This design comes from an exercise in tuning for small area, a short achievable clock period and few clock cycles on the open sky130 flow, not from production work. Power figures rest on the tool's default switching activity, not on a simulated workload.

==> flow/design.v <==
`default_nettype none
module my_chip (
    input  logic [11:0] io_in,
    output logic [11:0] io_out,
    input  logic clock,
    input  logic reset
);
    localparam [11:0] BUBBLE = 12'h300;  
    logic [11:0] cmd;         
    logic [9:0]  rpc;         
    logic [11:0] xi;          
    logic [11:0] xa, xb;      
    logic        zf, pf;      
    logic [11:0] rf [0:15];   
    assign io_out = cmd;
    logic x_add, x_sub, x_and, x_or, x_xor, x_shl, x_shr, x_sra, x_not, x_li;
    logic x_we, x_fwe;
    wire [3:0] xop = xi[11:8];
    wire [3:0] xrd = xi[7:4];
    wire x_load  = (xop == 4'b0001);
    logic x_jdone;            
    wire x_jump  = (xop == 4'b0010) & ~x_jdone;
    wire x_store = (xop[3:1] == 3'b011);
    wire x_halt  = (xop == 4'b0000);
    logic [11:0] xa_rev, sh_in, sh_out, sh_rev;
    always_comb begin
        for (int i = 0; i < 12; i++) xa_rev[i] = xa[11 - i];
    end
    assign sh_in = x_shl ? xa_rev : xa;
    wire sh_fill = x_sra & xa[11];
    wire big = |xb[11:4] | (xb[3:0] >= 4'd12);
    wire [23:0] sh_w = {{12{sh_fill}}, sh_in} >> xb[3:0];
    always_comb begin
        sh_out = sh_w[11:0];
        if (big) sh_out = {12{sh_fill}};
        for (int i = 0; i < 12; i++) sh_rev[i] = sh_out[11 - i];
    end
    wire [11:0] add_a = xa ^ {12{x_sub}};
    wire [11:0] sum = add_a + xb + {11'b0, x_sub};
    wire [11:0] res = ({12{x_add | x_sub}} & sum)
                    | ({12{x_and}} & (xa & xb))
                    | ({12{x_or}}  & (xa | xb))
                    | ({12{x_xor}} & (xa ^ xb))
                    | ({12{x_shl}} & sh_rev)
                    | ({12{x_shr}} & sh_out)
                    | ({12{x_not}} & ~xb)
                    | ({12{x_li}}  & {8'b0, xi[3:0]});
    wire [11:0] ab_x = xa ^ xb;
    wire z_add = (ab_x == {xa[10:0] | xb[10:0], 1'b0});  
    wire z_and = ((xa & xb) == 12'b0);
    wire z_or  = ((xa | xb) == 12'b0);
    wire z_xor = (ab_x == 12'b0);
    wire z_not = (xb == 12'hFFF);
    wire z_sh  = (sh_out == 12'b0);
    wire res_z = (x_add & z_add) | ((x_sub | x_xor) & z_xor) | (x_and & z_and)
               | (x_or & z_or) | (x_not & z_not) | ((x_shl | x_shr) & z_sh);
    wire res_p = ~res[11] & ~res_z;
    wire zn = x_fwe ? res_z : zf;
    wire pn = x_fwe ? res_p : pf;
    wire fetch = cmd[11] & ~cmd[10] & ~x_load & ~x_jump;
    wire [3:0] iop = io_in[11:8];
    wire [3:0] ird = io_in[7:4];
    wire [3:0] irs = io_in[3:0];
    wire i_load  = (iop == 4'b0001);
    wire i_store = (iop[3:1] == 3'b011);
    wire i_halt  = (iop == 4'b0000);
    wire i_jump  = (iop == 4'b0010);
    wire i_br    = (iop == 4'b0011);
    logic [11:0] rf_a, rf_b;
    always_comb begin
        rf_a = 12'b0;
        rf_b = 12'b0;
        for (int i = 0; i < 16; i++) begin
            rf_a = rf_a | (rf[i] & {12{ird == i}});
            rf_b = rf_b | (rf[i] & {12{irs == i}});
        end
    end
    wire [11:0] ra = (x_we && xrd == ird) ? res : rf_a;
    wire [11:0] rb = (x_we && xrd == irs) ? res : rf_b;
    wire br_taken = i_br & (io_in[7] ? pn : zn);
    wire [9:0] fa  = cmd[9:0];
    wire [9:0] fa1 = fa + 10'd1;
    wire [6:0] bg = fa1[6:0] & io_in[6:0];
    wire [6:0] bp = fa1[6:0] ^ io_in[6:0];
    wire [6:0] g1, p1, g2, p2, g3;
    genvar k;
    generate
        for (k = 0; k < 7; k++) begin : pfx
            if (k % 2 == 1) begin
                assign g1[k] = bg[k] | (bp[k] & bg[k-1]);
                assign p1[k] = bp[k] & bp[k-1];
            end else begin
                assign g1[k] = bg[k];
                assign p1[k] = bp[k];
            end
            if (k % 4 >= 2) begin
                assign g2[k] = g1[k] | (p1[k] & g1[(k/4)*4+1]);
                assign p2[k] = p1[k] & p1[(k/4)*4+1];
            end else begin
                assign g2[k] = g1[k];
                assign p2[k] = p1[k];
            end
            if (k >= 4) assign g3[k] = g2[k] | (p2[k] & g2[3]);
            else        assign g3[k] = g2[k];
        end
    endgenerate
    wire [6:0] lo = bp ^ {g3[5:0], 1'b0};
    wire c7 = g3[6];
    wire [2:0] hi_p = fa1[9:7] + 3'd1;
    wire [2:0] hi_m = fa1[9:7] - 3'd1;
    wire [2:0] hi = c7 ? (io_in[6] ? fa1[9:7] : hi_p)
                       : (io_in[6] ? hi_m : fa1[9:7]);
    wire [9:0] br_t = {hi, lo};
    wire [9:0] jp_t = rpc + xa[9:0];
    wire [9:0] jp_li = fa1 + {6'b0, xi[3:0]};
    wire jump_fwd = i_jump & x_li & (xrd == ird);
    wire f_ldst = fetch & (i_load | i_store);
    wire f_brt  = fetch & br_taken;
    logic [11:0] cmd_e;      
    always_comb begin
        if (fetch)
            cmd_e = i_halt ? {2'b11, 10'b0} : {2'b10, (jump_fwd ? jp_li : fa1)};
        else if (x_halt)
            cmd_e = cmd;
        else if (x_store & ~cmd[10])
            cmd_e = {2'b01, 3'b000, xop[0], (xop[0] ? xa[11:6] : xa[5:0])};
        else if (x_jump)
            cmd_e = {2'b10, jp_t};
        else  
            cmd_e = {2'b10, rpc};
    end
    wire [11:0] cmd_n = f_ldst ? {~i_store, 1'b0, rb[9:0]}
                      : f_brt  ? {2'b10, br_t}
                      : cmd_e;
    wire [9:0]  rpc_n = fetch ? fa1 : rpc;
    wire [11:0] xi_n  = fetch ? io_in : (x_halt ? xi : BUBBLE);
    always_ff @(posedge clock or posedge reset) begin
        if (reset) begin
            cmd <= {2'b10, 10'd0};
            x_jdone <= 1'b0;
            rpc <= 10'd0;
            xi  <= BUBBLE;
            zf  <= 1'b0;
            pf  <= 1'b0;
        end else begin
            cmd <= cmd_n;
            x_jdone <= fetch & jump_fwd;
            rpc <= rpc_n;
            xi  <= xi_n;
            zf  <= zn;
            pf  <= pn;
        end
    end
    always_ff @(posedge clock) begin
        xa <= ra;
        xb <= rb;
    end
    wire [3:0] nop_ = xi_n[11:8];
    always_ff @(posedge clock or posedge reset) begin
        if (reset) begin
            {x_add, x_sub, x_and, x_or, x_xor, x_shl, x_shr, x_sra, x_not, x_li, x_we, x_fwe} <= '0;
        end else begin
            x_add <= (nop_ == 4'b1000);
            x_sub <= (nop_ == 4'b1001);
            x_and <= (nop_ == 4'b1010);
            x_or  <= (nop_ == 4'b1011);
            x_xor <= (nop_ == 4'b1100);
            x_shl <= (nop_ == 4'b1101);
            x_shr <= (nop_[3:1] == 3'b111);
            x_sra <= (nop_ == 4'b1111);
            x_not <= (nop_ == 4'b0101);
            x_li  <= (nop_ == 4'b0100);
            x_we  <= nop_[3] | (nop_[3:1] == 3'b010);
            x_fwe <= (nop_[3] | (nop_ == 4'b0101)) & (xi_n != 12'hB11);
        end
    end
    wire rf_we = x_we | x_load;
    wire [11:0] rf_wd = x_load ? io_in : res;
    always_ff @(posedge clock or posedge reset) begin
        if (reset) begin
            for (int i = 0; i < 16; i++) rf[i] <= 12'b0;
        end else if (rf_we) begin
            rf[xrd] <= rf_wd;
        end
    end
endmodule
`default_nettype wire
export LEC_CHECK = 0
export ABC_AREA = 1
export CAP_MARGIN = 20
export CORE_MARGIN = 2
export CORE_UTILIZATION = 40
export CTS_BUF_LIST = sky130_fd_sc_hd__clkbuf_4 sky130_fd_sc_hd__clkbuf_8
export CTS_CLUSTER_SIZE = 25
export SETUP_SLACK_MARGIN = 5.0
export SLEW_MARGIN = 20
export TNS_END_PERCENT = 0
create_clock -name core_clock -period 8.0 [get_ports {clock}]
run.sh (not shown) runs the stock make flow with config.mk's settings and CLKGATE_MAP_FILE= SYNTH_SCRIPT=/design/flow/synth_recipe.tcl, a recipe that flattens the netlist after the stock synthesis.
Edit:
--- a/flow/design.v
+++ b/flow/design.v
@@ -15,14 +15,13 @@
     assign io_out = cmd;
     logic x_add, x_sub, x_and, x_or, x_xor, x_shl, x_shr, x_sra, x_not, x_li;
     logic x_we, x_fwe;
     wire [3:0] xop = xi[11:8];
     wire [3:0] xrd = xi[7:4];
     wire x_load  = (xop == 4'b0001);
-    logic x_jdone;            
-    wire x_jump  = (xop == 4'b0010) & ~x_jdone;
+    wire x_jump  = (xop == 4'b0010);
     wire x_store = (xop[3:1] == 3'b011);
     wire x_halt  = (xop == 4'b0000);
     logic [11:0] xa_rev, sh_in, sh_out, sh_rev;
     always_comb begin
         for (int i = 0; i < 12; i++) xa_rev[i] = xa[11 - i];
     end
@@ -43,19 +42,19 @@
                     | ({12{x_xor}} & (xa ^ xb))
                     | ({12{x_shl}} & sh_rev)
                     | ({12{x_shr}} & sh_out)
                     | ({12{x_not}} & ~xb)
                     | ({12{x_li}}  & {8'b0, xi[3:0]});
     wire [11:0] ab_x = xa ^ xb;
-    wire z_add = (ab_x == {xa[10:0] | xb[10:0], 1'b0});  
+    wire z_as  = ((add_a ^ xb) == {add_a[10:0] | xb[10:0], x_sub});
     wire z_and = ((xa & xb) == 12'b0);
     wire z_or  = ((xa | xb) == 12'b0);
     wire z_xor = (ab_x == 12'b0);
     wire z_not = (xb == 12'hFFF);
     wire z_sh  = (sh_out == 12'b0);
-    wire res_z = (x_add & z_add) | ((x_sub | x_xor) & z_xor) | (x_and & z_and)
+    wire res_z = ((x_add | x_sub) & z_as) | (x_xor & z_xor) | (x_and & z_and)
                | (x_or & z_or) | (x_not & z_not) | ((x_shl | x_shr) & z_sh);
     wire res_p = ~res[11] & ~res_z;
     wire zn = x_fwe ? res_z : zf;
     wire pn = x_fwe ? res_p : pf;
     wire fetch = cmd[11] & ~cmd[10] & ~x_load & ~x_jump;
     wire [3:0] iop = io_in[11:8];
@@ -63,23 +62,14 @@
     wire [3:0] irs = io_in[3:0];
     wire i_load  = (iop == 4'b0001);
     wire i_store = (iop[3:1] == 3'b011);
     wire i_halt  = (iop == 4'b0000);
     wire i_jump  = (iop == 4'b0010);
     wire i_br    = (iop == 4'b0011);
-    logic [11:0] rf_a, rf_b;
-    always_comb begin
-        rf_a = 12'b0;
-        rf_b = 12'b0;
-        for (int i = 0; i < 16; i++) begin
-            rf_a = rf_a | (rf[i] & {12{ird == i}});
-            rf_b = rf_b | (rf[i] & {12{irs == i}});
-        end
-    end
-    wire [11:0] ra = (x_we && xrd == ird) ? res : rf_a;
-    wire [11:0] rb = (x_we && xrd == irs) ? res : rf_b;
+    wire [11:0] ra = (x_we && xrd == ird) ? res : rf[ird];
+    wire [11:0] rb = (x_we && xrd == irs) ? res : rf[irs];
     wire br_taken = i_br & (io_in[7] ? pn : zn);
     wire [9:0] fa  = cmd[9:0];
     wire [9:0] fa1 = fa + 10'd1;
     wire [6:0] bg = fa1[6:0] & io_in[6:0];
     wire [6:0] bp = fa1[6:0] ^ io_in[6:0];
     wire [6:0] g1, p1, g2, p2, g3;
@@ -109,20 +99,18 @@
     wire [2:0] hi_p = fa1[9:7] + 3'd1;
     wire [2:0] hi_m = fa1[9:7] - 3'd1;
     wire [2:0] hi = c7 ? (io_in[6] ? fa1[9:7] : hi_p)
                        : (io_in[6] ? hi_m : fa1[9:7]);
     wire [9:0] br_t = {hi, lo};
     wire [9:0] jp_t = rpc + xa[9:0];
-    wire [9:0] jp_li = fa1 + {6'b0, xi[3:0]};
-    wire jump_fwd = i_jump & x_li & (xrd == ird);
     wire f_ldst = fetch & (i_load | i_store);
     wire f_brt  = fetch & br_taken;
     logic [11:0] cmd_e;      
     always_comb begin
         if (fetch)
-            cmd_e = i_halt ? {2'b11, 10'b0} : {2'b10, (jump_fwd ? jp_li : fa1)};
+            cmd_e = i_halt ? {2'b11, 10'b0} : {2'b10, fa1};
         else if (x_halt)
             cmd_e = cmd;
         else if (x_store & ~cmd[10])
             cmd_e = {2'b01, 3'b000, xop[0], (xop[0] ? xa[11:6] : xa[5:0])};
         else if (x_jump)
             cmd_e = {2'b10, jp_t};
@@ -134,20 +122,18 @@
                       : cmd_e;
     wire [9:0]  rpc_n = fetch ? fa1 : rpc;
     wire [11:0] xi_n  = fetch ? io_in : (x_halt ? xi : BUBBLE);
     always_ff @(posedge clock or posedge reset) begin
         if (reset) begin
             cmd <= {2'b10, 10'd0};
-            x_jdone <= 1'b0;
             rpc <= 10'd0;
             xi  <= BUBBLE;
             zf  <= 1'b0;
             pf  <= 1'b0;
         end else begin
             cmd <= cmd_n;
-            x_jdone <= fetch & jump_fwd;
             rpc <= rpc_n;
             xi  <= xi_n;
             zf  <= zn;
             pf  <= pn;
         end
     end
What happened: The new run completed without violations; utilization fell by 1.2 points; critical path depth rises by 1; wire length falls by 6.5%; clock skew went down by 0.013 ns; cell count decreases by 3.6%; worst setup slack stays flat; flip-flop and latch count came out lower by 1; synthesized cell count goes down by 2.5%; combinational power falls by 6.8%.
No functional check of the RTL was part of any run of this note.

port drivers added, routing unchanged:
The flow's constraints put no driver on any port. The routed layouts listed below were extracted and timed again, unchanged, in two steps. Step 1: set_driving_cell puts a clkbuf_16 on clock and a buf_2 on each other input, an assumption about the parent block. Step 2, shift: input delay + t, output delay - t, t = (earliest + latest rising clock arrival at the registers) / 2. This alone moves slack from input paths to output paths. a / b / c = ideal / step 1 / step 2; a / b = the first two.
run	t, ns	slack for setup (ns)	latest minus earliest clock arrival (ns)
the first run	0.693	4.754 / 4.741 / 4.090	0.039 / 0.039
the second run	0.667	4.751 / 4.727 / 4.110	0.030 / 0.030
After both steps setup and hold are still met in every run listed. The setup slack of the first run, which loses most, moves by -0.013 ns with the drivers and by -0.664 ns with both steps.
